From an optimization exercise on the open Yosys and OpenROAD flow, aimed at small area; shortcuts taken in it are not production practice. Only simulation tests tie the RTL to the original design; equivalence was not proved. Power is estimated from default activity; no workload was simulated.

==> flow/design.v, too long to show whole: its modules and the start of the top module <==
// module blk_mem_gen_inputMem: 17 lines
// module blk_mem_gen_outputMem: 15 lines
// module blk_mem_gen_paramReg: 20 lines
// module fifo36Wrapper: 36 lines
// module ethernetController: 1237 lines
module ethernetController #(
	parameter INMEM_USER_BYTE_WIDTH = 1,
	parameter OUTMEM_USER_BYTE_WIDTH = 1,
	parameter INMEM_USER_ADDRESS_WIDTH = 6,
	parameter OUTMEM_USER_ADDRESS_WIDTH = 6,
	parameter INMEM_USER_REGISTER = 1,
	parameter MAC_ADDRESS = 48'hAAAAAAAAAAAA
)(
   input		wire clk,																	 
   input  	wire reset,																					 
   input		wire 		[7:0] 	rx_ll_data_in,														 
   input		wire 					rx_ll_sof_in,														 
   input		wire 					rx_ll_eof_in,														 
   input		wire 					rx_ll_src_rdy_in,													 
	output	reg 					rx_ll_dst_rdy_out,												 
   output 	wire 		[7:0] 	tx_ll_data_out,													 
   output 	reg					tx_ll_sof_out,														 
   output 	reg					tx_ll_eof_out,														 
	output 	reg					tx_ll_src_rdy_out,												 
   input  	wire 					tx_ll_dst_rdy_in,													 
	output	reg	[6:0]			sysACE_MPADD,														 
	input		wire 	[15:0]		sysACE_MPDATA_in,													 
	output	wire 	[15:0]		sysACE_MPDATA_out,													 
	output	wire 					sysACE_MPDATA_t,													 
	output	wire 					sysACE_MPCE,														 
	output	reg					sysACE_MPWE,														 
	output	reg					sysACE_MPOE,														 
	output	reg					userLogicReset,													 
	output 	wire 					userRunValue,														 
	input 	wire 					userRunClear,														 
	input 	wire 														register32CmdReq,				 
	output	wire 														register32CmdAck,				 
	input		wire 		[31:0] 										register32WriteData,			 
	input 	wire 		[7:0] 										register32Address,			 
	input 	wire 														register32WriteEn,			 
	output 	reg														register32ReadDataValid,	 
	output 	wire 		[31:0] 										register32ReadData,			 
	input 	wire 														inputMemoryReadReq,			 
	output	wire 														inputMemoryReadAck,			 
	input		wire [(INMEM_USER_ADDRESS_WIDTH - 1):0] 		inputMemoryReadAdd,			 
	output 	wire 														inputMemoryReadDataValid,	 
	output	wire [((INMEM_USER_BYTE_WIDTH * 8) - 1):0] 	inputMemoryReadData,			 
	input 	wire 														outputMemoryWriteReq,		 
	output 	wire 														outputMemoryWriteAck,		 
	input		wire [(OUTMEM_USER_ADDRESS_WIDTH - 1):0] 		outputMemoryWriteAdd,		 
	input		wire [((OUTMEM_USER_BYTE_WIDTH * 8) - 1):0] 	outputMemoryWriteData,		 
	input 	wire [(OUTMEM_USER_BYTE_WIDTH - 1):0]			outputMemoryWriteByteMask	 
);
  // ...
==> flow/run.sh <==
#!/bin/bash
# synth_recipe.tcl (not shown) runs the flow's synth.tcl, then flattens the netlist and writes it again
# the make line also repeats each setting of config.mk as NAME=value (left out here)
make -C /OpenROAD-flow-scripts/flow DESIGN_CONFIG=/design/flow/config.mk WORK_HOME=/design/flow/orfs CLKGATE_MAP_FILE= SYNTH_SCRIPT=/design/flow/synth_recipe.tcl finish
==> flow/config.mk <==
export PLATFORM = sky130hd
export DESIGN_NAME = ethernetController
export DESIGN_NICKNAME = ethernetController
export VERILOG_FILES = /design/flow/design.v
export SDC_FILE = /design/flow/constraint.sdc
export NUM_CORES = 4
export LEC_CHECK = 0
export CAP_MARGIN = 20
export CORE_MARGIN = 2
export CORE_UTILIZATION = 40
export SLEW_MARGIN = 20
==> flow/constraint.sdc <==
create_clock -name core_clock -period 8.0 [get_ports {clk}]
set_input_delay 1.6000 -clock core_clock [delete_from_list [all_inputs] [get_ports {clk}]]
set_output_delay 1.6000 -clock core_clock [all_outputs]
set_load 0.01 [all_outputs]
==> flow_summary.json, run 1 <==
{
  "outcome": "complete, no violations",
  "nClkBuffers": 376,
  "area_growth_syn_to_layout_pct": 12.83,
  "grtUsageMet2_pct": 39.53,
  "flops_and_latches": 2559,
  "htreeDepth": 5,
  "start_util_pct": 40.24,
  "multi_input_cells": 5075,
  "synth_nets": 8579,
  "p_clk_uw": 13300,
  "power_frac_seq_pct": 44.4,
  "synth_commonest_cells": "edfxtp_1, nand2_1, mux4_2",
  "hold_slack_ns": 0.3262,
  "critPathMaxFanout": 23,
  "power-top-group": "registers",
  "largest_class": "registers",
  "syn_avg_cell_area_um2": 14.48,
  "cp.arrival_ns": 5.91,
  "drtIter0Drc": 10640,
  "clkTransAtPathRegs_ns": 0.07,
  "fin_worst_skew_ns": 0.07172,
  "internal-power_uw": 26320,
  "crit_path_end_kind": "register",
  "die_x_um": 556.1,
  "fin_util_pct": 45.40,
  "rsz0062_at_grt": "false",
  "antenna_found_initial": 33,
  "synth_compound_area_share_pct": 7.942,
  "r2r_end": "tx_curr_bytes_left[21]$_DFFE_PN_",
  "dp_cells": 12100,
  "seq_share_pct": 54.56,
  "yosys.area.top_type": "edfxtp_1",
  "ys.flop_type": "edfxtp_1"
}
==> inputs of run 2 (changes only) <==
==> flow/design.v (replaced) <==
`timescale 1ns / 1ps
`default_nettype none
module blk_mem_gen_inputMem(
	input	wire		clka,
	input	wire [7:0]	dina,
	input	wire [5:0]	addra,
	input	wire		wea,
	input	wire		clkb,
	input	wire [5:0]	addrb,
	output	reg  [7:0]	doutb
);
	reg [7:0] mem [0:63];
	reg [7:0] coreOut;
	always @(posedge clka) begin
		if(wea) mem[addra] <= dina;
		coreOut <= mem[addrb];
		doutb <= coreOut;
	end
endmodule
module blk_mem_gen_outputMem(
	input	wire		clka,
	input	wire [7:0]	dina,
	input	wire [5:0]	addra,
	input	wire [0:0]	wea,
	input	wire		clkb,
	input	wire [5:0]	addrb,
	output	reg  [7:0]	doutb
);
	reg [7:0] mem [0:63];
	always @(posedge clka) begin
		if(wea[0]) mem[addra] <= dina;
		doutb <= mem[addrb];
	end
endmodule
module blk_mem_gen_paramReg(
	input	wire		clka,
	input	wire [31:0]	dina,
	input	wire [7:0]	addra,
	input	wire		wea,
	output	reg  [31:0]	douta,
	input	wire		clkb,
	input	wire [31:0]	dinb,
	input	wire [7:0]	addrb,
	input	wire		web,
	output	reg  [31:0]	doutb
);
	reg [31:0] mem [0:15];
	always @(posedge clka) begin
		if(wea) mem[addra[3:0]] <= dina;
		if(web) mem[addrb[3:0]] <= dinb;
		douta <= wea ? dina : mem[addra[3:0]];
		doutb <= web ? dinb : mem[addrb[3:0]];
	end
endmodule
module fifo36Wrapper(
	input 	wire 			writeClk,
	input 	wire [35:0] writeData,
	input 	wire 			writeEnable,
	output 	wire 			full,
	input 	wire 			readClk,
	output 	wire [35:0] readData,
	input 	wire 			readEnable,
	output 	wire 			empty,
	input 	wire 			reset
);
	reg [35:0] mem [0:3];
	reg [1:0] wrPtr;
	reg [1:0] rdPtr;
	reg [2:0] count;
	wire doWrite = writeEnable && (count != 3'd4);
	wire doRead = readEnable && (count != 3'd0);
	assign full = (count == 3'd4);
	assign empty = (count == 3'd0);
	assign readData = mem[rdPtr];
	always @(posedge writeClk) begin
		if(reset) begin
			wrPtr <= 0;
			rdPtr <= 0;
			count <= 0;
		end
		else begin
			if(doWrite) begin
				mem[wrPtr] <= writeData;
				wrPtr <= wrPtr + 1'b1;
			end
			if(doRead) rdPtr <= rdPtr + 1'b1;
			count <= count + {2'b0, doWrite} - {2'b0, doRead};
		end
	end
endmodule
`timescale 1ns / 1ps
`default_nettype none
module ethernetController #(
	parameter INMEM_USER_BYTE_WIDTH = 1,
	parameter OUTMEM_USER_BYTE_WIDTH = 1,
	parameter INMEM_USER_ADDRESS_WIDTH = 6,
	parameter OUTMEM_USER_ADDRESS_WIDTH = 6,
	parameter INMEM_USER_REGISTER = 1,
	parameter MAC_ADDRESS = 48'hAAAAAAAAAAAA
)(
	input	wire clk,
	input	wire reset,
	input	wire	[7:0]	rx_ll_data_in,
	input	wire			rx_ll_sof_in,
	input	wire			rx_ll_eof_in,
	input	wire			rx_ll_src_rdy_in,
	output	reg				rx_ll_dst_rdy_out,
	output	wire	[7:0]	tx_ll_data_out,
	output	reg				tx_ll_sof_out,
	output	reg				tx_ll_eof_out,
	output	reg				tx_ll_src_rdy_out,
	input	wire			tx_ll_dst_rdy_in,
	output	reg		[6:0]	sysACE_MPADD,
	input	wire	[15:0]	sysACE_MPDATA_in,
	output	wire	[15:0]	sysACE_MPDATA_out,
	output	wire			sysACE_MPDATA_t,
	output	wire			sysACE_MPCE,
	output	reg				sysACE_MPWE,
	output	reg				sysACE_MPOE,
	output	reg				userLogicReset,
	output	wire			userRunValue,
	input	wire			userRunClear,
	input	wire			register32CmdReq,
	output	wire			register32CmdAck,
	input	wire	[31:0]	register32WriteData,
	input	wire	[7:0]	register32Address,
	input	wire			register32WriteEn,
	output	reg				register32ReadDataValid,
	output	wire	[31:0]	register32ReadData,
	input	wire			inputMemoryReadReq,
	output	wire			inputMemoryReadAck,
	input	wire	[(INMEM_USER_ADDRESS_WIDTH - 1):0]		inputMemoryReadAdd,
	output	wire			inputMemoryReadDataValid,
	output	wire	[((INMEM_USER_BYTE_WIDTH * 8) - 1):0]	inputMemoryReadData,
	input	wire			outputMemoryWriteReq,
	output	wire			outputMemoryWriteAck,
	input	wire	[(OUTMEM_USER_ADDRESS_WIDTH - 1):0]		outputMemoryWriteAdd,
	input	wire	[((OUTMEM_USER_BYTE_WIDTH * 8) - 1):0]	outputMemoryWriteData,
	input	wire	[(OUTMEM_USER_BYTE_WIDTH - 1):0]		outputMemoryWriteByteMask
);
	localparam [15:0] MAX_PACKET_LENGTH = 16'd1486;
	localparam [4:0]
		R_IDLE = 5'd0, R_HDR = 5'd1, R_CMD = 5'd2,
		R_RD_ARGS = 5'd3, R_RD_WAIT = 5'd4,
		R_WR_ARGS = 5'd5, R_WR_DATA = 5'd6, R_WR_WAIT = 5'd7,
		R_Y_ARG = 5'd8, R_K_ARGS = 5'd9, R_REG_TX = 5'd10, R_REG_WAIT = 5'd11,
		R_C_ARG = 5'd12, R_C_WAIT = 5'd13,
		R_S_ARGS = 5'd14, R_S_WAIT = 5'd15,
		R_A_ARG = 5'd16, R_A_WAIT = 5'd17,
		R_M_WAIT = 5'd18, R_ERR = 5'd19, R_EMPTY = 5'd20;
	localparam [2:0]
		T_IDLE = 3'd0, T_RSH = 3'd1, T_RSD = 3'd2, T_TERM = 3'd3, T_INIT = 3'd4, T_WAIT = 3'd5;
	localparam [3:0]
		TY_R = 4'd0, TY_G = 4'd1, TY_W = 4'd2, TY_Y = 4'd3, TY_K = 4'd4,
		TY_C = 4'd5, TY_E = 4'd6, TY_S = 4'd7, TY_A = 4'd8, TY_M = 4'd9;
	localparam [1:0] SA_CONFIG = 2'd0, SA_WRITE = 2'd2, SA_READ = 2'd3;
	reg [4:0]	rx_state;
	reg [3:0]	rx_cnt;
	reg			rx_macok;
	reg [63:0]	rx_sl;			 
	wire [47:0]	rx_src = rx_sl[63:16];
	wire [15:0]	rx_len = rx_sl[15:0];
	reg [63:0]	rx_arg;			 
	reg [15:0]	rx_wr_hi;		 
	reg [5:0]	rx_wp;			 
	reg [4:0]	rx_err;
	reg			executeAfterReceive;
	reg			register32InternalWriteEnable;
	reg			softReset;
	reg [1:0]	ethToFifoCommand;
	reg			ethToFifoWrite;
	reg [2:0]	tx_state;
	reg [4:0]	tx_i;
	reg [3:0]	tx_type;
	reg [47:0]	tx_dest;
	reg [47:0]	tx_save_dest;
	reg [31:0]	tx_a;			 
	reg [31:0]	tx_b;			 
	reg [15:0]	tx_read_len;
	reg [5:0]	tx_max_output_address;
	reg			resetControllerClockDomain;
	reg			userRunRegisterControllerSide;
	reg			userRunRegisterUserSide;
	assign userRunValue = userRunRegisterUserSide;
	wire ctrlRun = userRunRegisterControllerSide;
	wire rxv = ~rx_ll_src_rdy_in;
	wire txIdle = (tx_state == T_IDLE);
	wire [15:0] lenMinus9 = rx_len - 16'd9;
	wire [7:0]	regAddrA = rx_arg[39:32];
	wire [31:0]	regDataA = rx_arg[31:0];
	wire [31:0]	register32InternalReadData;
	wire [31:0]	regAckValue = (regAddrA == 8'hFF) ? {31'd0, ctrlRun} : register32InternalReadData;
	wire [6:0]	retAddr;
	wire [15:0]	retData;
	wire		retEmpty;
	wire [31:0] rdDirectLen = {rx_arg[23:0], rx_ll_data_in};
	wire rdDirectSplit = rdDirectLen > (MAX_PACKET_LENGTH - 16'd5);
	wire rdWaitSplit = rx_arg[31:0] > MAX_PACKET_LENGTH;
	wire [31:0] txBytesLeftM1 = tx_b - 32'd1;
	reg txStartTerm, txStartRead, txStartG;
	reg [3:0] txStartType;
	reg [4:0] termLast;
	reg [7:0] cmdChar;
	reg [15:0] lenField;
	wire [7:0] outputMemoryInternalReadData;
	always @(posedge clk) begin
		if(resetControllerClockDomain) begin
			rx_state <= R_IDLE;
			rx_ll_dst_rdy_out <= 0;
			tx_state <= T_IDLE;
			tx_ll_sof_out <= 1;
			tx_ll_eof_out <= 1;
			tx_ll_src_rdy_out <= 1;
			register32InternalWriteEnable <= 0;
			executeAfterReceive <= 0;
			ethToFifoWrite <= 0;
			softReset <= 0;
		end
		else begin
			case(rx_state)
				R_IDLE: begin
					ethToFifoWrite <= 0;
					softReset <= 0;
					register32InternalWriteEnable <= 0;
					if(rxv && !rx_ll_sof_in) begin
						rx_state <= R_HDR;
						rx_macok <= (rx_ll_data_in == MAC_ADDRESS[47:40]);
						rx_cnt <= 12;
					end
				end
				R_HDR: begin
					if(rxv) begin
						rx_sl <= {rx_sl[55:0], rx_ll_data_in};
						rx_cnt <= rx_cnt - 1'b1;
						if(rx_cnt[3] && rx_ll_data_in != MAC_ADDRESS[47:40]) rx_macok <= 0;
						if(rx_cnt == 0) begin
							if(rx_macok) begin
								if({rx_sl[7:0], rx_ll_data_in} != 16'd0) rx_state <= R_CMD;
								else begin
									rx_state <= R_ERR;
									rx_err <= 0;
									rx_ll_dst_rdy_out <= 1;
								end
							end
							else rx_state <= R_EMPTY;
						end
					end
				end
				R_CMD: begin
					if(rxv) begin
						case(rx_ll_data_in)
							8'h72: begin	 
								if(rx_len != 9) begin rx_state <= R_ERR; rx_err <= 2; rx_ll_dst_rdy_out <= 1; end
								else if(ctrlRun) begin rx_state <= R_ERR; rx_err <= 3; rx_ll_dst_rdy_out <= 1; end
								else begin rx_state <= R_RD_ARGS; rx_cnt <= 7; end
							end
							8'h77: begin	 
								if(ctrlRun) begin rx_state <= R_ERR; rx_err <= 5; rx_ll_dst_rdy_out <= 1; end
								else begin rx_state <= R_WR_ARGS; rx_cnt <= 7; executeAfterReceive <= 0; end
							end
							8'h79: begin	 
								if(rx_len != 2) begin rx_state <= R_ERR; rx_err <= 8; rx_ll_dst_rdy_out <= 1; end
								else begin rx_state <= R_Y_ARG; rx_err <= 0; end
							end
							8'h6B: begin	 
								if(rx_len != 6) begin rx_state <= R_ERR; rx_err <= 10; rx_ll_dst_rdy_out <= 1; end
								else if(ctrlRun) begin rx_state <= R_ERR; rx_err <= 11; rx_ll_dst_rdy_out <= 1; end
								else begin rx_state <= R_K_ARGS; rx_cnt <= 4; rx_err <= 1; end
							end
							8'h67: begin	 
								if(ctrlRun) begin rx_state <= R_ERR; rx_err <= 6; rx_ll_dst_rdy_out <= 1; end
								else begin rx_state <= R_WR_ARGS; rx_cnt <= 7; executeAfterReceive <= 1; end
							end
							8'h63: begin	 
								if(rx_len != 2) begin rx_state <= R_ERR; rx_err <= 12; rx_ll_dst_rdy_out <= 1; end
								else if(ctrlRun) begin rx_state <= R_ERR; rx_err <= 13; rx_ll_dst_rdy_out <= 1; end
								else rx_state <= R_C_ARG;
							end
							8'h73: begin	 
								if(rx_len != 4) begin rx_state <= R_ERR; rx_err <= 15; rx_ll_dst_rdy_out <= 1; end
								else if(ctrlRun) begin rx_state <= R_ERR; rx_err <= 16; rx_ll_dst_rdy_out <= 1; end
								else begin rx_state <= R_S_ARGS; rx_cnt <= 2; end
							end
							8'h61: begin	 
								if(rx_len != 2) begin rx_state <= R_ERR; rx_err <= 18; rx_ll_dst_rdy_out <= 1; end
								else if(ctrlRun) begin rx_state <= R_ERR; rx_err <= 19; rx_ll_dst_rdy_out <= 1; end
								else rx_state <= R_A_ARG;
							end
							8'h6D: begin	 
								if(rx_len != 1) begin rx_state <= R_ERR; rx_err <= 21; rx_ll_dst_rdy_out <= 1; end
								else begin
									softReset <= 1;
									if(txIdle) rx_state <= R_IDLE;
									else begin rx_ll_dst_rdy_out <= 1; rx_state <= R_M_WAIT; end
								end
							end
							default: begin rx_state <= R_ERR; rx_err <= 1; rx_ll_dst_rdy_out <= 1; end
						endcase
					end
				end
				R_RD_ARGS: begin
					if(rxv) begin
						rx_cnt <= rx_cnt - 1'b1;
						rx_arg <= {rx_arg[55:0], rx_ll_data_in};
						if(rx_cnt == 0) begin
							if(txIdle) rx_state <= R_IDLE;
							else begin rx_ll_dst_rdy_out <= 1; rx_state <= R_RD_WAIT; end
						end
					end
				end
				R_RD_WAIT: begin
					if(txIdle) begin rx_state <= R_IDLE; rx_ll_dst_rdy_out <= 0; end
				end
				R_WR_ARGS: begin
					if(rxv) begin
						rx_cnt <= rx_cnt - 1'b1;
						rx_arg <= {rx_arg[55:0], rx_ll_data_in};
						rx_wr_hi <= rx_arg[23:8];
						rx_wp <= rx_arg[29:24];
						if(rx_cnt == 0) begin
							if({rx_arg[7:0], rx_ll_data_in} != lenMinus9) begin
								rx_state <= R_ERR;
								rx_err <= executeAfterReceive ? 5'd7 : 5'd4;
								rx_ll_dst_rdy_out <= 1;
							end
							else rx_state <= R_WR_DATA;
						end
					end
				end
				R_WR_DATA: begin
					if(rxv) begin
						rx_arg[31:0] <= rx_arg[31:0] - 1'b1;
						rx_wp <= rx_wp + 1'b1;
						if(rx_arg[31:0] == 32'd1) begin
							if(txIdle) begin
								if(executeAfterReceive) begin
									register32InternalWriteEnable <= 1;
									rx_arg[39:0] <= {8'hFF, 32'd1};
								end
								rx_state <= R_IDLE;
							end
							else begin rx_ll_dst_rdy_out <= 1; rx_state <= R_WR_WAIT; end
						end
					end
				end
				R_WR_WAIT: begin
					if(txIdle) begin
						if(executeAfterReceive) begin
							register32InternalWriteEnable <= 1;
							rx_arg[39:0] <= {8'hFF, 32'd1};
						end
						rx_ll_dst_rdy_out <= 0;
						rx_state <= R_IDLE;
					end
				end
				R_Y_ARG: begin
					if(rxv) begin
						rx_arg[39:32] <= rx_ll_data_in;
						if(ctrlRun && rx_ll_data_in != 8'hFF) begin rx_state <= R_ERR; rx_err <= 9; end
						else begin rx_state <= R_REG_TX; rx_cnt <= 1; end
						rx_ll_dst_rdy_out <= 1;
					end
				end
				R_K_ARGS: begin
					if(rxv) begin
						rx_cnt <= rx_cnt - 1'b1;
						rx_arg <= {rx_arg[55:0], rx_ll_data_in};
						if(rx_cnt == 0) begin
							rx_state <= R_REG_TX;
							register32InternalWriteEnable <= 1;
							rx_cnt <= 1;
							rx_ll_dst_rdy_out <= 1;
						end
					end
				end
				R_REG_TX: begin
					rx_cnt <= rx_cnt - 1'b1;
					register32InternalWriteEnable <= 0;
					if(rx_cnt == 0) begin
						if(txIdle) begin rx_ll_dst_rdy_out <= 0; rx_state <= R_IDLE; end
						else rx_state <= R_REG_WAIT;
					end
				end
				R_REG_WAIT: begin
					if(txIdle) begin rx_ll_dst_rdy_out <= 0; rx_state <= R_IDLE; end
				end
				R_C_ARG: begin
					if(rxv) begin
						if(rx_ll_data_in > 8'd7) begin rx_state <= R_ERR; rx_err <= 14; rx_ll_dst_rdy_out <= 1; end
						else begin
							ethToFifoCommand <= SA_CONFIG;
							rx_arg <= {rx_arg[55:0], rx_ll_data_in};
							if(txIdle) begin ethToFifoWrite <= 1; rx_state <= R_IDLE; end
							else begin rx_ll_dst_rdy_out <= 1; rx_state <= R_C_WAIT; end
						end
					end
				end
				R_C_WAIT: begin
					if(txIdle) begin ethToFifoWrite <= 1; rx_ll_dst_rdy_out <= 0; rx_state <= R_IDLE; end
				end
				R_S_ARGS: begin
					if(rxv) begin
						rx_cnt <= rx_cnt - 1'b1;
						rx_arg <= {rx_arg[55:0], rx_ll_data_in};
						if(rx_cnt == 0) begin
							if(rx_arg[15:8] > 8'd47) begin rx_state <= R_ERR; rx_err <= 17; rx_ll_dst_rdy_out <= 1; end
							else begin
								ethToFifoCommand <= SA_WRITE;
								if(txIdle) begin ethToFifoWrite <= 1; rx_state <= R_IDLE; end
								else begin rx_ll_dst_rdy_out <= 1; rx_state <= R_S_WAIT; end
							end
						end
					end
				end
				R_S_WAIT: begin
					if(txIdle) begin ethToFifoWrite <= 1; rx_ll_dst_rdy_out <= 0; rx_state <= R_IDLE; end
				end
				R_A_ARG: begin
					if(rxv) begin
						rx_ll_dst_rdy_out <= 1;
						if(rx_ll_data_in > 8'd47) begin rx_state <= R_ERR; rx_err <= 20; end
						else begin
							ethToFifoCommand <= SA_READ;
							rx_arg <= {rx_arg[55:0], rx_ll_data_in};
							ethToFifoWrite <= 1;
							rx_state <= R_A_WAIT;
						end
					end
				end
				R_A_WAIT: begin
					ethToFifoWrite <= 0;
					if(txIdle && !retEmpty) begin rx_ll_dst_rdy_out <= 0; rx_state <= R_IDLE; end
				end
				R_M_WAIT: begin
					if(txIdle) begin rx_ll_dst_rdy_out <= 0; rx_state <= R_IDLE; end
				end
				R_ERR: begin
					if(txIdle) begin rx_state <= R_EMPTY; rx_ll_dst_rdy_out <= 0; end
				end
				R_EMPTY: begin
					if(rxv && !rx_ll_eof_in) rx_state <= R_IDLE;
				end
				default: begin
					rx_state <= R_IDLE;
					rx_ll_dst_rdy_out <= 0;
				end
			endcase
			case(tx_state)
				T_RSH: begin
					if(!tx_ll_dst_rdy_in) begin
						tx_i <= tx_i + 1'b1;
						if(!tx_ll_sof_out) tx_ll_sof_out <= 1;
						if(tx_i == ((tx_type == TY_G) ? 5'd22 : 5'd18)) begin
							tx_state <= T_RSD;
							tx_a <= tx_a + 1'b1;
							if(tx_b == 32'd1) tx_ll_eof_out <= 0;
						end
					end
				end
				T_TERM: begin
					if(!tx_ll_dst_rdy_in) begin
						tx_i <= tx_i + 1'b1;
						if(!tx_ll_sof_out) tx_ll_sof_out <= 1;
						else if(tx_i == termLast - 1'b1) tx_ll_eof_out <= 0;
						else if(tx_i == termLast) begin
							tx_ll_eof_out <= 1;
							tx_ll_src_rdy_out <= 1;
							tx_state <= T_IDLE;
						end
					end
				end
				T_RSD: begin
					if(!tx_ll_dst_rdy_in) begin
						tx_read_len <= tx_read_len - 1'b1;
						tx_b <= txBytesLeftM1;
						if(tx_read_len != 16'd1) tx_a <= tx_a + 1'b1;
						if(tx_read_len == 16'd2) tx_ll_eof_out <= 0;
						else if(tx_read_len == 16'd1) begin
							tx_ll_eof_out <= 1;
							if(tx_b == 32'd1) begin
								tx_ll_src_rdy_out <= 1;
								tx_state <= T_IDLE;
							end
							else begin
								tx_state <= T_RSH;
								tx_i <= 0;
								tx_type <= TY_R;
								tx_dest <= tx_save_dest;
								tx_read_len <= (txBytesLeftM1 > (MAX_PACKET_LENGTH - 16'd5)) ? (MAX_PACKET_LENGTH - 16'd5) : txBytesLeftM1[15:0];
								tx_ll_sof_out <= 0;
							end
						end
					end
				end
				T_INIT: tx_state <= T_WAIT;
				T_WAIT: begin
					if(softReset) tx_state <= T_IDLE;
					if(!ctrlRun) begin
						tx_state <= T_RSH;
						tx_ll_sof_out <= 0;
						tx_ll_src_rdy_out <= 0;
						tx_b <= {25'd0, {1'b0, tx_max_output_address} + 7'd1};
						tx_read_len <= {9'd0, {1'b0, tx_max_output_address} + 7'd1};
					end
				end
				T_IDLE: ;
				default: begin
					tx_state <= T_IDLE;
					tx_ll_sof_out <= 1;
					tx_ll_eof_out <= 1;
					tx_ll_src_rdy_out <= 1;
				end
			endcase
			if(txStartTerm || txStartRead) begin
				tx_ll_sof_out <= 0;
				tx_ll_src_rdy_out <= 0;
				tx_i <= 0;
				tx_dest <= rx_src;
				tx_state <= txStartRead ? T_RSH : T_TERM;
				tx_type <= txStartType;
			end
			if(txStartG) begin
				tx_state <= T_INIT;
				tx_i <= 0;
				tx_dest <= rx_src;
				tx_save_dest <= rx_src;
				tx_type <= TY_G;
				tx_a <= 0;
			end
			if(txStartRead) begin
				if(rx_state == R_RD_ARGS) begin
					tx_a <= rx_arg[55:24];
					tx_b <= rdDirectLen;
					tx_read_len <= rdDirectSplit ? (MAX_PACKET_LENGTH - 16'd5) : rdDirectLen[15:0];
					if(rdDirectSplit) tx_save_dest <= rx_src;
				end
				else begin
					tx_a <= rx_arg[63:32];
					tx_b <= rx_arg[31:0];
					tx_read_len <= rdWaitSplit ? (MAX_PACKET_LENGTH - 16'd5) : rx_arg[15:0];
					if(rdWaitSplit) tx_save_dest <= rx_src;
				end
			end
			if(txStartTerm) begin
				case(txStartType)
					TY_W: begin tx_a <= rx_arg[63:32]; tx_b <= {rx_wr_hi, lenMinus9}; end
					TY_Y, TY_K: begin tx_a <= {regAddrA, regAckValue[31:8]}; tx_b[31:24] <= regAckValue[7:0]; end
					TY_C: tx_a[31:24] <= {5'd0, (rx_state == R_C_ARG) ? rx_ll_data_in[2:0] : rx_arg[2:0]};
					TY_S: tx_a[31:8] <= {rx_arg[15:0], rx_ll_data_in};
					TY_A: tx_a[31:8] <= {1'b0, retAddr, retData};
					TY_E: tx_a[31:24] <= {3'd0, rx_err};
					default: ;
				endcase
			end
		end
	end
	always @(*) begin
		txStartTerm = 0;
		txStartRead = 0;
		txStartG = 0;
		txStartType = TY_R;
		if(txIdle) begin
			case(rx_state)
				R_CMD: if(rxv && rx_ll_data_in == 8'h6D && rx_len == 1) begin txStartTerm = 1; txStartType = TY_M; end
				R_M_WAIT: begin txStartTerm = 1; txStartType = TY_M; end
				R_RD_ARGS: if(rxv && rx_cnt == 0) txStartRead = 1;
				R_RD_WAIT: txStartRead = 1;
				R_WR_DATA: if(rxv && rx_arg[31:0] == 32'd1) begin
					if(executeAfterReceive) txStartG = 1;
					else begin txStartTerm = 1; txStartType = TY_W; end
				end
				R_WR_WAIT: begin
					if(executeAfterReceive) txStartG = 1;
					else begin txStartTerm = 1; txStartType = TY_W; end
				end
				R_REG_TX: if(rx_cnt == 0) begin txStartTerm = 1; txStartType = rx_err[0] ? TY_K : TY_Y; end
				R_REG_WAIT: begin txStartTerm = 1; txStartType = rx_err[0] ? TY_K : TY_Y; end
				R_C_ARG: if(rxv && rx_ll_data_in <= 8'd7) begin txStartTerm = 1; txStartType = TY_C; end
				R_C_WAIT: begin txStartTerm = 1; txStartType = TY_C; end
				R_S_ARGS: if(rxv && rx_cnt == 0 && rx_arg[15:8] <= 8'd47) begin txStartTerm = 1; txStartType = TY_S; end
				R_S_WAIT: begin txStartTerm = 1; txStartType = TY_S; end
				R_A_WAIT: if(!retEmpty) begin txStartTerm = 1; txStartType = TY_A; end
				R_ERR: begin txStartTerm = 1; txStartType = TY_E; end
				default: ;
			endcase
		end
	end
	wire [15:0] readLenField = tx_read_len + ((tx_type == TY_G) ? 16'd9 : 16'd5);
	always @(*) begin
		case(tx_type)
			TY_R: begin termLast = 5'd18; cmdChar = 8'h72; lenField = readLenField; end
			TY_G: begin termLast = 5'd22; cmdChar = 8'h67; lenField = readLenField; end
			TY_W: begin termLast = 5'd22; cmdChar = 8'h77; lenField = 16'd9; end
			TY_Y: begin termLast = 5'd19; cmdChar = 8'h79; lenField = 16'd6; end
			TY_K: begin termLast = 5'd19; cmdChar = 8'h6B; lenField = 16'd6; end
			TY_C: begin termLast = 5'd15; cmdChar = 8'h63; lenField = 16'd2; end
			TY_E: begin termLast = 5'd15; cmdChar = 8'h65; lenField = 16'd2; end
			TY_S: begin termLast = 5'd17; cmdChar = 8'h73; lenField = 16'd4; end
			TY_A: begin termLast = 5'd17; cmdChar = 8'h61; lenField = 16'd4; end
			default: begin termLast = 5'd14; cmdChar = 8'h6D; lenField = 16'd1; end
		endcase
	end
	reg [7:0] hdrByte;
	always @(*) begin
		case(tx_i)
			5'd0: hdrByte = tx_dest[47:40];
			5'd1: hdrByte = tx_dest[39:32];
			5'd2: hdrByte = tx_dest[31:24];
			5'd3: hdrByte = tx_dest[23:16];
			5'd4: hdrByte = tx_dest[15:8];
			5'd5: hdrByte = tx_dest[7:0];
			5'd12: hdrByte = lenField[15:8];
			5'd13: hdrByte = lenField[7:0];
			5'd14: hdrByte = cmdChar;
			5'd15: hdrByte = tx_a[31:24];
			5'd16: hdrByte = tx_a[23:16];
			5'd17: hdrByte = tx_a[15:8];
			5'd18: hdrByte = tx_a[7:0];
			5'd19: hdrByte = tx_b[31:24];
			5'd20: hdrByte = tx_b[23:16];
			5'd21: hdrByte = tx_b[15:8];
			5'd22: hdrByte = tx_b[7:0];
			default: hdrByte = MAC_ADDRESS[7:0];
		endcase
	end
	assign tx_ll_data_out = (tx_state == T_RSD) ? (ctrlRun ? 8'd0 : outputMemoryInternalReadData) : hdrByte;
	always @(posedge clk) begin
		if((register32InternalWriteEnable && rx_state == R_IDLE) || reset)
			tx_max_output_address <= 0;
		else if(outputMemoryWriteReq && userRunRegisterUserSide && (outputMemoryWriteAdd > tx_max_output_address))
			tx_max_output_address <= outputMemoryWriteAdd;
	end
	always @(posedge clk) resetControllerClockDomain <= reset;
	reg clrHist, clrP1, clrP2;
	reg setHist, setP1, setP2;
	reg srHist, srP1, srP2;
	wire userRunRegisterSet = register32InternalWriteEnable && (regAddrA == 8'hFF) && regDataA[0];
	always @(posedge clk) begin
		if(reset) begin
			clrHist <= 0; clrP1 <= 0; clrP2 <= 0;
			setHist <= 0; setP1 <= 0; setP2 <= 0;
			srHist <= 0; srP1 <= 0; srP2 <= 0;
		end
		else begin
			clrHist <= userRunClear;
			clrP1 <= userRunClear && !clrHist;
			clrP2 <= clrP1;
			setHist <= userRunRegisterSet;
			setP1 <= userRunRegisterSet && !setHist;
			setP2 <= setP1;
			srHist <= softReset;
			srP1 <= softReset && !srHist;
			srP2 <= srP1;
		end
	end
	always @(posedge clk) begin
		if(softReset || resetControllerClockDomain) userRunRegisterControllerSide <= 0;
		else if(clrP2) userRunRegisterControllerSide <= 0;
		else if(userRunRegisterSet) userRunRegisterControllerSide <= 1;
	end
	always @(posedge clk) begin
		if(resetControllerClockDomain || srP2) begin
			userRunRegisterUserSide <= 0;
			userLogicReset <= 1;
		end
		else if(userRunClear) userRunRegisterUserSide <= 0;
		else if(setP2) userRunRegisterUserSide <= 1;
		else userLogicReset <= 0;
	end
	wire [7:0] inputMemoryExternalReadData;
	blk_mem_gen_inputMem memInputData(
		.clka(clk),
		.dina(rx_ll_data_in),
		.addra(rx_wp),
		.wea(rx_state == R_WR_DATA && rxv && !ctrlRun),
		.clkb(clk),
		.addrb(inputMemoryReadAdd),
		.doutb(inputMemoryExternalReadData)
	);
	reg [1:0] inputMemoryReadDataValidPipeline;
	always @(posedge clk) begin
		if(reset) inputMemoryReadDataValidPipeline <= 2'b00;
		else inputMemoryReadDataValidPipeline <= {inputMemoryReadDataValidPipeline[0], inputMemoryReadReq && userRunRegisterUserSide};
	end
	assign inputMemoryReadDataValid = inputMemoryReadDataValidPipeline[1];
	assign inputMemoryReadData = (userRunRegisterUserSide && inputMemoryReadDataValid) ? inputMemoryExternalReadData : 8'd0;
	assign inputMemoryReadAck = userRunRegisterUserSide;
	wire [5:0] txAddrM1 = tx_a[5:0] - 1'b1;
	blk_mem_gen_outputMem memOutputData(
		.clka(clk),
		.dina(outputMemoryWriteData),
		.addra(outputMemoryWriteAdd),
		.wea(userRunRegisterUserSide && outputMemoryWriteReq && outputMemoryWriteByteMask[0]),
		.clkb(clk),
		.addrb(tx_ll_dst_rdy_in ? txAddrM1 : tx_a[5:0]),
		.doutb(outputMemoryInternalReadData)
	);
	assign outputMemoryWriteAck = userRunRegisterUserSide;
	wire [31:0] register32ExternalReadData;
	blk_mem_gen_paramReg register32File(
		.clka(clk),
		.dina(regDataA),
		.addra(regAddrA),
		.wea(!ctrlRun && register32InternalWriteEnable),
		.douta(register32InternalReadData),
		.clkb(clk),
		.dinb(register32WriteData),
		.addrb(register32Address),
		.web(userRunRegisterUserSide && register32CmdReq && register32WriteEn),
		.doutb(register32ExternalReadData)
	);
	assign register32ReadData = (userRunRegisterUserSide && register32ReadDataValid) ? register32ExternalReadData : 32'd0;
	assign register32CmdAck = userRunRegisterUserSide;
	always @(posedge clk) begin
		if(reset) register32ReadDataValid <= 0;
		else register32ReadDataValid <= userRunRegisterUserSide && register32CmdReq && !register32WriteEn;
	end
	reg [15:0] sysACE_MPDATA_In;
	assign sysACE_MPDATA_out = sysACE_MPDATA_In;
	assign sysACE_MPCE = 0;
	assign sysACE_MPDATA_t = ~sysACE_MPOE;
	reg cmdValid;
	always @(posedge clk) cmdValid <= !reset && ethToFifoWrite;
	wire [1:0] fifoCmd = ethToFifoCommand;
	reg [22:0] ret0, ret1;
	reg [1:0] retCount;
	reg sysACEToFifoWrite;
	wire retPop = (rx_state == R_A_WAIT) && txIdle && !retEmpty;
	assign retEmpty = (retCount == 2'd0);
	assign retAddr = ret0[22:16];
	assign retData = ret0[15:0];
	always @(posedge clk) begin
		if(reset) retCount <= 0;
		else begin
			if(retPop) ret0 <= ret1;
			if(sysACEToFifoWrite) begin
				if(retCount == 2'd0 || (retCount == 2'd1 && retPop)) ret0 <= {sysACE_MPADD, sysACE_MPDATA_in};
				else ret1 <= {sysACE_MPADD, sysACE_MPDATA_in};
			end
			retCount <= retCount + {1'b0, sysACEToFifoWrite} - {1'b0, retPop};
		end
	end
	localparam [1:0] SA_IDLE = 2'd0, SA_PCF = 2'd1, SA_PWR = 2'd2, SA_PRD = 2'd3;
	reg [1:0] sysACE_state;
	reg [1:0] sysACECounter;
	always @(posedge clk) begin
		if(reset) begin
			sysACE_MPADD <= 0;
			sysACE_MPWE <= 0;
			sysACE_MPDATA_In <= 16'd1;
			sysACE_MPOE <= 1;
			sysACE_state <= SA_IDLE;
			sysACEToFifoWrite <= 0;
		end
		else begin
			case(sysACE_state)
				SA_IDLE: begin
					sysACE_MPWE <= 1;
					sysACE_MPOE <= 1;
					sysACEToFifoWrite <= 0;
					if(cmdValid) begin
						if(fifoCmd == SA_CONFIG) begin
							sysACE_MPADD <= 7'h18;
							sysACE_MPDATA_In <= {rx_arg[2:0], 13'h00BF};
							sysACE_MPWE <= 0;
							sysACECounter <= 2;
							sysACE_state <= SA_PCF;
						end
						else if(fifoCmd == SA_WRITE) begin
							sysACE_MPADD <= rx_arg[22:16];
							sysACE_MPDATA_In <= rx_arg[15:0];
							sysACE_MPWE <= 0;
							sysACE_state <= SA_PWR;
						end
						else if(fifoCmd == SA_READ) begin
							sysACE_MPADD <= rx_arg[6:0];
							sysACE_MPOE <= 0;
							sysACE_state <= SA_PRD;
						end
					end
				end
				SA_PCF: begin
					sysACECounter <= sysACECounter - 1'b1;
					sysACE_MPWE <= ~sysACE_MPWE;
					if(sysACECounter == 2) sysACE_MPDATA_In <= {rx_arg[2:0], 13'h003C};
					if(sysACECounter == 0) sysACE_state <= SA_IDLE;
				end
				SA_PWR: begin
					sysACE_state <= SA_IDLE;
					sysACE_MPWE <= 1;
				end
				SA_PRD: begin
					sysACEToFifoWrite <= 1;
					sysACE_state <= SA_IDLE;
				end
			endcase
		end
	end
endmodule
==> run 2 against run 1 <==
Net effect:
- critical path depth increased by 2
- non-clock buffer count decreased by 48
- via count decreased by 21%
- routed wire length decreased by 20%
- register-to-register slack improved by 0.35 ns
- combinational power decreased by 38%
- sequential power decreased by 24%
- largest cell class unchanged
==> flow_summary.json, run 2 <==
{
  "outcome": "complete, no violations",
  "grt_pass1_vias": 62060,
  "row_count": 184,
  "r2r_cells": 10,
  "core_um2": 250900,
  "crit_required_ns": 6.40,
  "finalMaxSlewViolations": 0,
  "die_y_um": 505.7,
  "min-delay-start": "memInputData.coreOut[5]$_DFF_P_",
  "htreeDepth": 4,
  "post_drt_via_cell_ratio": 6.190,
  "synth_edf_count": 1931,
  "netlist_top_cells_area": "edfxtp_1, mux4_2, mux2_2",
  "pwr-share-comb_pct": 17.2,
  "yosys.area.top_type": "edfxtp_1",
  "die_x_um": 505.7,
  "cp.arrival_ns": 4.74,
  "post_cts_resized": 0,
  "start_util_pct": 40.13,
  "min_to": "memInputData.doutb[5]$_DFF_P_",
  "top_regs": "memInputData.mem: 512 flops, memOutputData.mem: 512 flops, register32File.mem: 512 flops",
  "drv_cap": 0,
  "r2r_end": "tx_dest[42]$_DFFE_PP_",
  "syn_avg_cell_area_um2": 15.23,
  "finalHoldViolations": 0,
  "final-setup-viol-count": 0,
  "overflow": 0,
  "finalPower_uw": 28550,
  "grt_first_pass_wirelength_um": 455000,
  "yosysTopAreaCellShare_pct": 57.58,
  "rr_startpoint": "rx_state[3]$_SDFFE_PP0P_",
  "relSlewSlack_pct": 21.24,
  "wl_um": 318400,
  "synth_commonest_cells": "edfxtp_1, mux4_2, mux2_2",
  "drtIter0Drc": 8074,
  "hold_buffers": 0,
  "rsz0062_at_grt": "false",
  "fin_util_pct": 45.33,
  "ys_seq_area_share_pct": 60.71,
  "fin_crit_ns": 6.337,
  "period_share_pct": 79.22,
  "cts_buffers": 223,
  "ys.flop_type": "edfxtp_1",
  "ys_types": 102,
  "tns_ns": 0,
  "io_buffers": 176,
  "start_kind": "register",
  "internal-power_uw": 20620,
  "final_common_cell": "edfxtp_1",
  "yosysWarnings": 4,
  "crit_path_end_kind": "primary output",
  "vias": 63000,
  "swShare_pct": 27.77,
  "synth_area_um2": 100700,
  "io_pins": 182,
  "layout_common_cells": "edfxtp_1, mux4_2, mux2_2, nand2_1, nor2_1",
  "wl_per_cell_um": 31.28,
  "grt_max_degree": 129,
  "vdd_drop_max_uv": 237.3,
  "clockRootBuffer": "clkbuf_16",
  "fin_area_um2": 113800,
  "fin_worst_skew_ns": 0.06439,
  "layout-drive-gt1-share_pct": 28.20,
  "die-area_um2": 255800,
  "ant_nets": 0,
  "synth_nets": 6751,
  "placed_cell_area_um2": 106100,
  "cts.sinks": 2088,
  "powerDensity_nw_per_um2": 251.0,
  "fmax_mhz": 157.8,
  "hold_path_depth": 0,
  "drt_first_pass_iters": 6,
  "drc": 0,
  "power_frac_clock_pct": 37.1,
  "leakagePower_uw": 0.03602,
  "clk_latency_ns": 0.91,
  "crit_type": "register to primary output",
  "synth_cells": 6610,
  "antenna_found_initial": 42,
  "clkTransAtPathRegs_ns": 0.06,
  "yosysMostFrequentCell": "edfxtp_1",
  "hpwlAfterDp_um": 200600,
  "layout.nets": 6756,
  "hold_path_class": "register to register",
  "p_switching_uw": 7927,
  "critPathMaxFanout": 21,
  "synth-async-reset-ratio_pct": 0,
  "gp_congestion": 0.9768,
  "grtUsageTotal_pct": 24.41,
  "dp_cells": 9736,
  "reg2reg_slack_ns": 3.05,
  "synth-seq-cells": 2088,
  "worst_pin_slew_ns": 1.181,
  "cts_tree": "yes",
  "cts_buffer_depth": 3,
  "final-instance-count-excl-fill": 10180,
  "area_growth_syn_to_layout_pct": 12.97,
  "post_cts_buffers": 0,
  "power_frac_seq_pct": 45.7
}
-- run 2: changes by cell type after synthesis, sizes merged, moves of 63 or more --
cell,before,now
a21oi,304,183
clkbuf,542,439
edfxtp,2380,1931
mux2,552,615
nand2,732,512
nand3,190,110
nor2,490,385
o21ai,387,236
-- run 2: per-layer routing --
layer  wire length [um]  share of wire [%]  global-route usage (%)
met1             128700                 40                   33.35
met2             149700                 47                   38.79
met3              27190                8.5                   4.922
met4              12550                3.9                   8.794
met5                195              0.061                       0
-- run 2: cells by family (layout without fill, tap and decap cells) --
group,after synthesis,count (layout),synth area share [%]
other,1,16,0.003724
adder cells (fa/ha/maj),46,46,0.5691
AND/OR/NAND/NOR,1523,1523,7.254
buffers and inverters,623,828,2.422
AO/OA/AOI/OAI,842,842,5.498
XOR/XNOR,153,153,1.372
flip-flops,2088,2088,60.71
multiplexers,1334,1334,22.18
-- run 2: layout make-up --
type	instances	area (um^2)
clock inverters	130	1383
fillers	21990	137200
inverters	60	227.7
repair buffers	343	3030
diodes	15	37.54
multi-input cells	3899	37550
clock buffers	295	6203
flip-flops and latches	2088	61130
well taps	3348	4189
-- run 2: critical path, stage by stage (launching register included) --
cell             delay [ns]
edfxtp_1               0.67
nor3_2                 0.36
nand2_1                0.12
ha_1                   0.35
a21oi_1                0.15
nor2_1                 0.05
nor2_1                 0.44
nor3_1                 0.15
xnor2_1                0.22
nor2_1                 0.06
nor4_1                 0.56
a21oi_1                0.19
clkdlybuf4s50_1        0.54
-- run 2: worst max-delay path by stage --
stage,start,end,slack [ns],cells after the start
after floorplan,rx_ll_data_in[5],tx_dest[0]$_DFFE_PP_,1.66,9
after global placement,rx_ll_src_rdy_in,retCount[1]$_SDFF_PP0_,1.90,13
after detailed placement,rx_ll_src_rdy_in,retCount[1]$_SDFF_PP0_,1.90,13
after CTS,tx_type[2]$_SDFFCE_PP0P_,tx_ll_data_out[6],1.51,12
after global routing,tx_type[2]$_SDFFCE_PP0P_,tx_ll_data_out[6],1.34,12
final,tx_type[2]$_SDFFCE_PP0P_,tx_ll_data_out[6],1.66,12
-- run 2: metrics by stage --
stage | hold slack (ns) | setup WS (ns)
floorplan | 0.3096 | 1.656
global placement | 0.3158 | 1.900
detailed placement | 0.3143 | 1.904
CTS | 0.3251 | 1.509
global route | 0.3398 | 1.340
finish | 0.3247 | 1.663
-- run 2: power groups by stage --
stage,clock (uW),sequential [uW],combinational [uW]
2_1_floorplan,0,12900,3310
3_3_place_gp,0,13300,4810
3_5_place_dp,0,13300,4870
4_1_cts,10700,13000,4890
5_1_grt,11200,13000,5220
6_report,10600,13000,4920

[port drivers added, routing unchanged]
How much do the figures lean on ideal ports? The routed layouts below were timed once more, with nothing changed but the port constraints.
Step 1 (the two cells are an assumption about what drives the block):
set clk [get_ports {clk}]
set_driving_cell -lib_cell sky130_fd_sc_hd__clkbuf_16 $clk
set_driving_cell -lib_cell sky130_fd_sc_hd__buf_2 [delete_from_list [all_inputs] $clk]
Step 2 adds t to the input delays and takes it off the output delays; t is the mean of the earliest and latest rising clock arrival at the registers after step 1. Input paths then give back, and output paths get back, about the clock's delay inside the block.
Slacks: no drivers / after step 1 / after step 2; pairs: no drivers / after step 1.
run | t (ns) | setup slack, ns | worst setup path after step 2 | latest minus earliest clock arrival (ns)
run 1 | 0.990 | 2.699 / 2.699 / 2.204 | input to register | 0.074 / 0.074
run 2 | 0.983 | 1.663 / 1.560 / 1.679 | input to register | 0.075 / 0.075
After both steps every run listed still meets setup and hold. The setup slack of run 1, which loses most, moves by 0.000 ns with the drivers and by -0.495 ns with both steps.
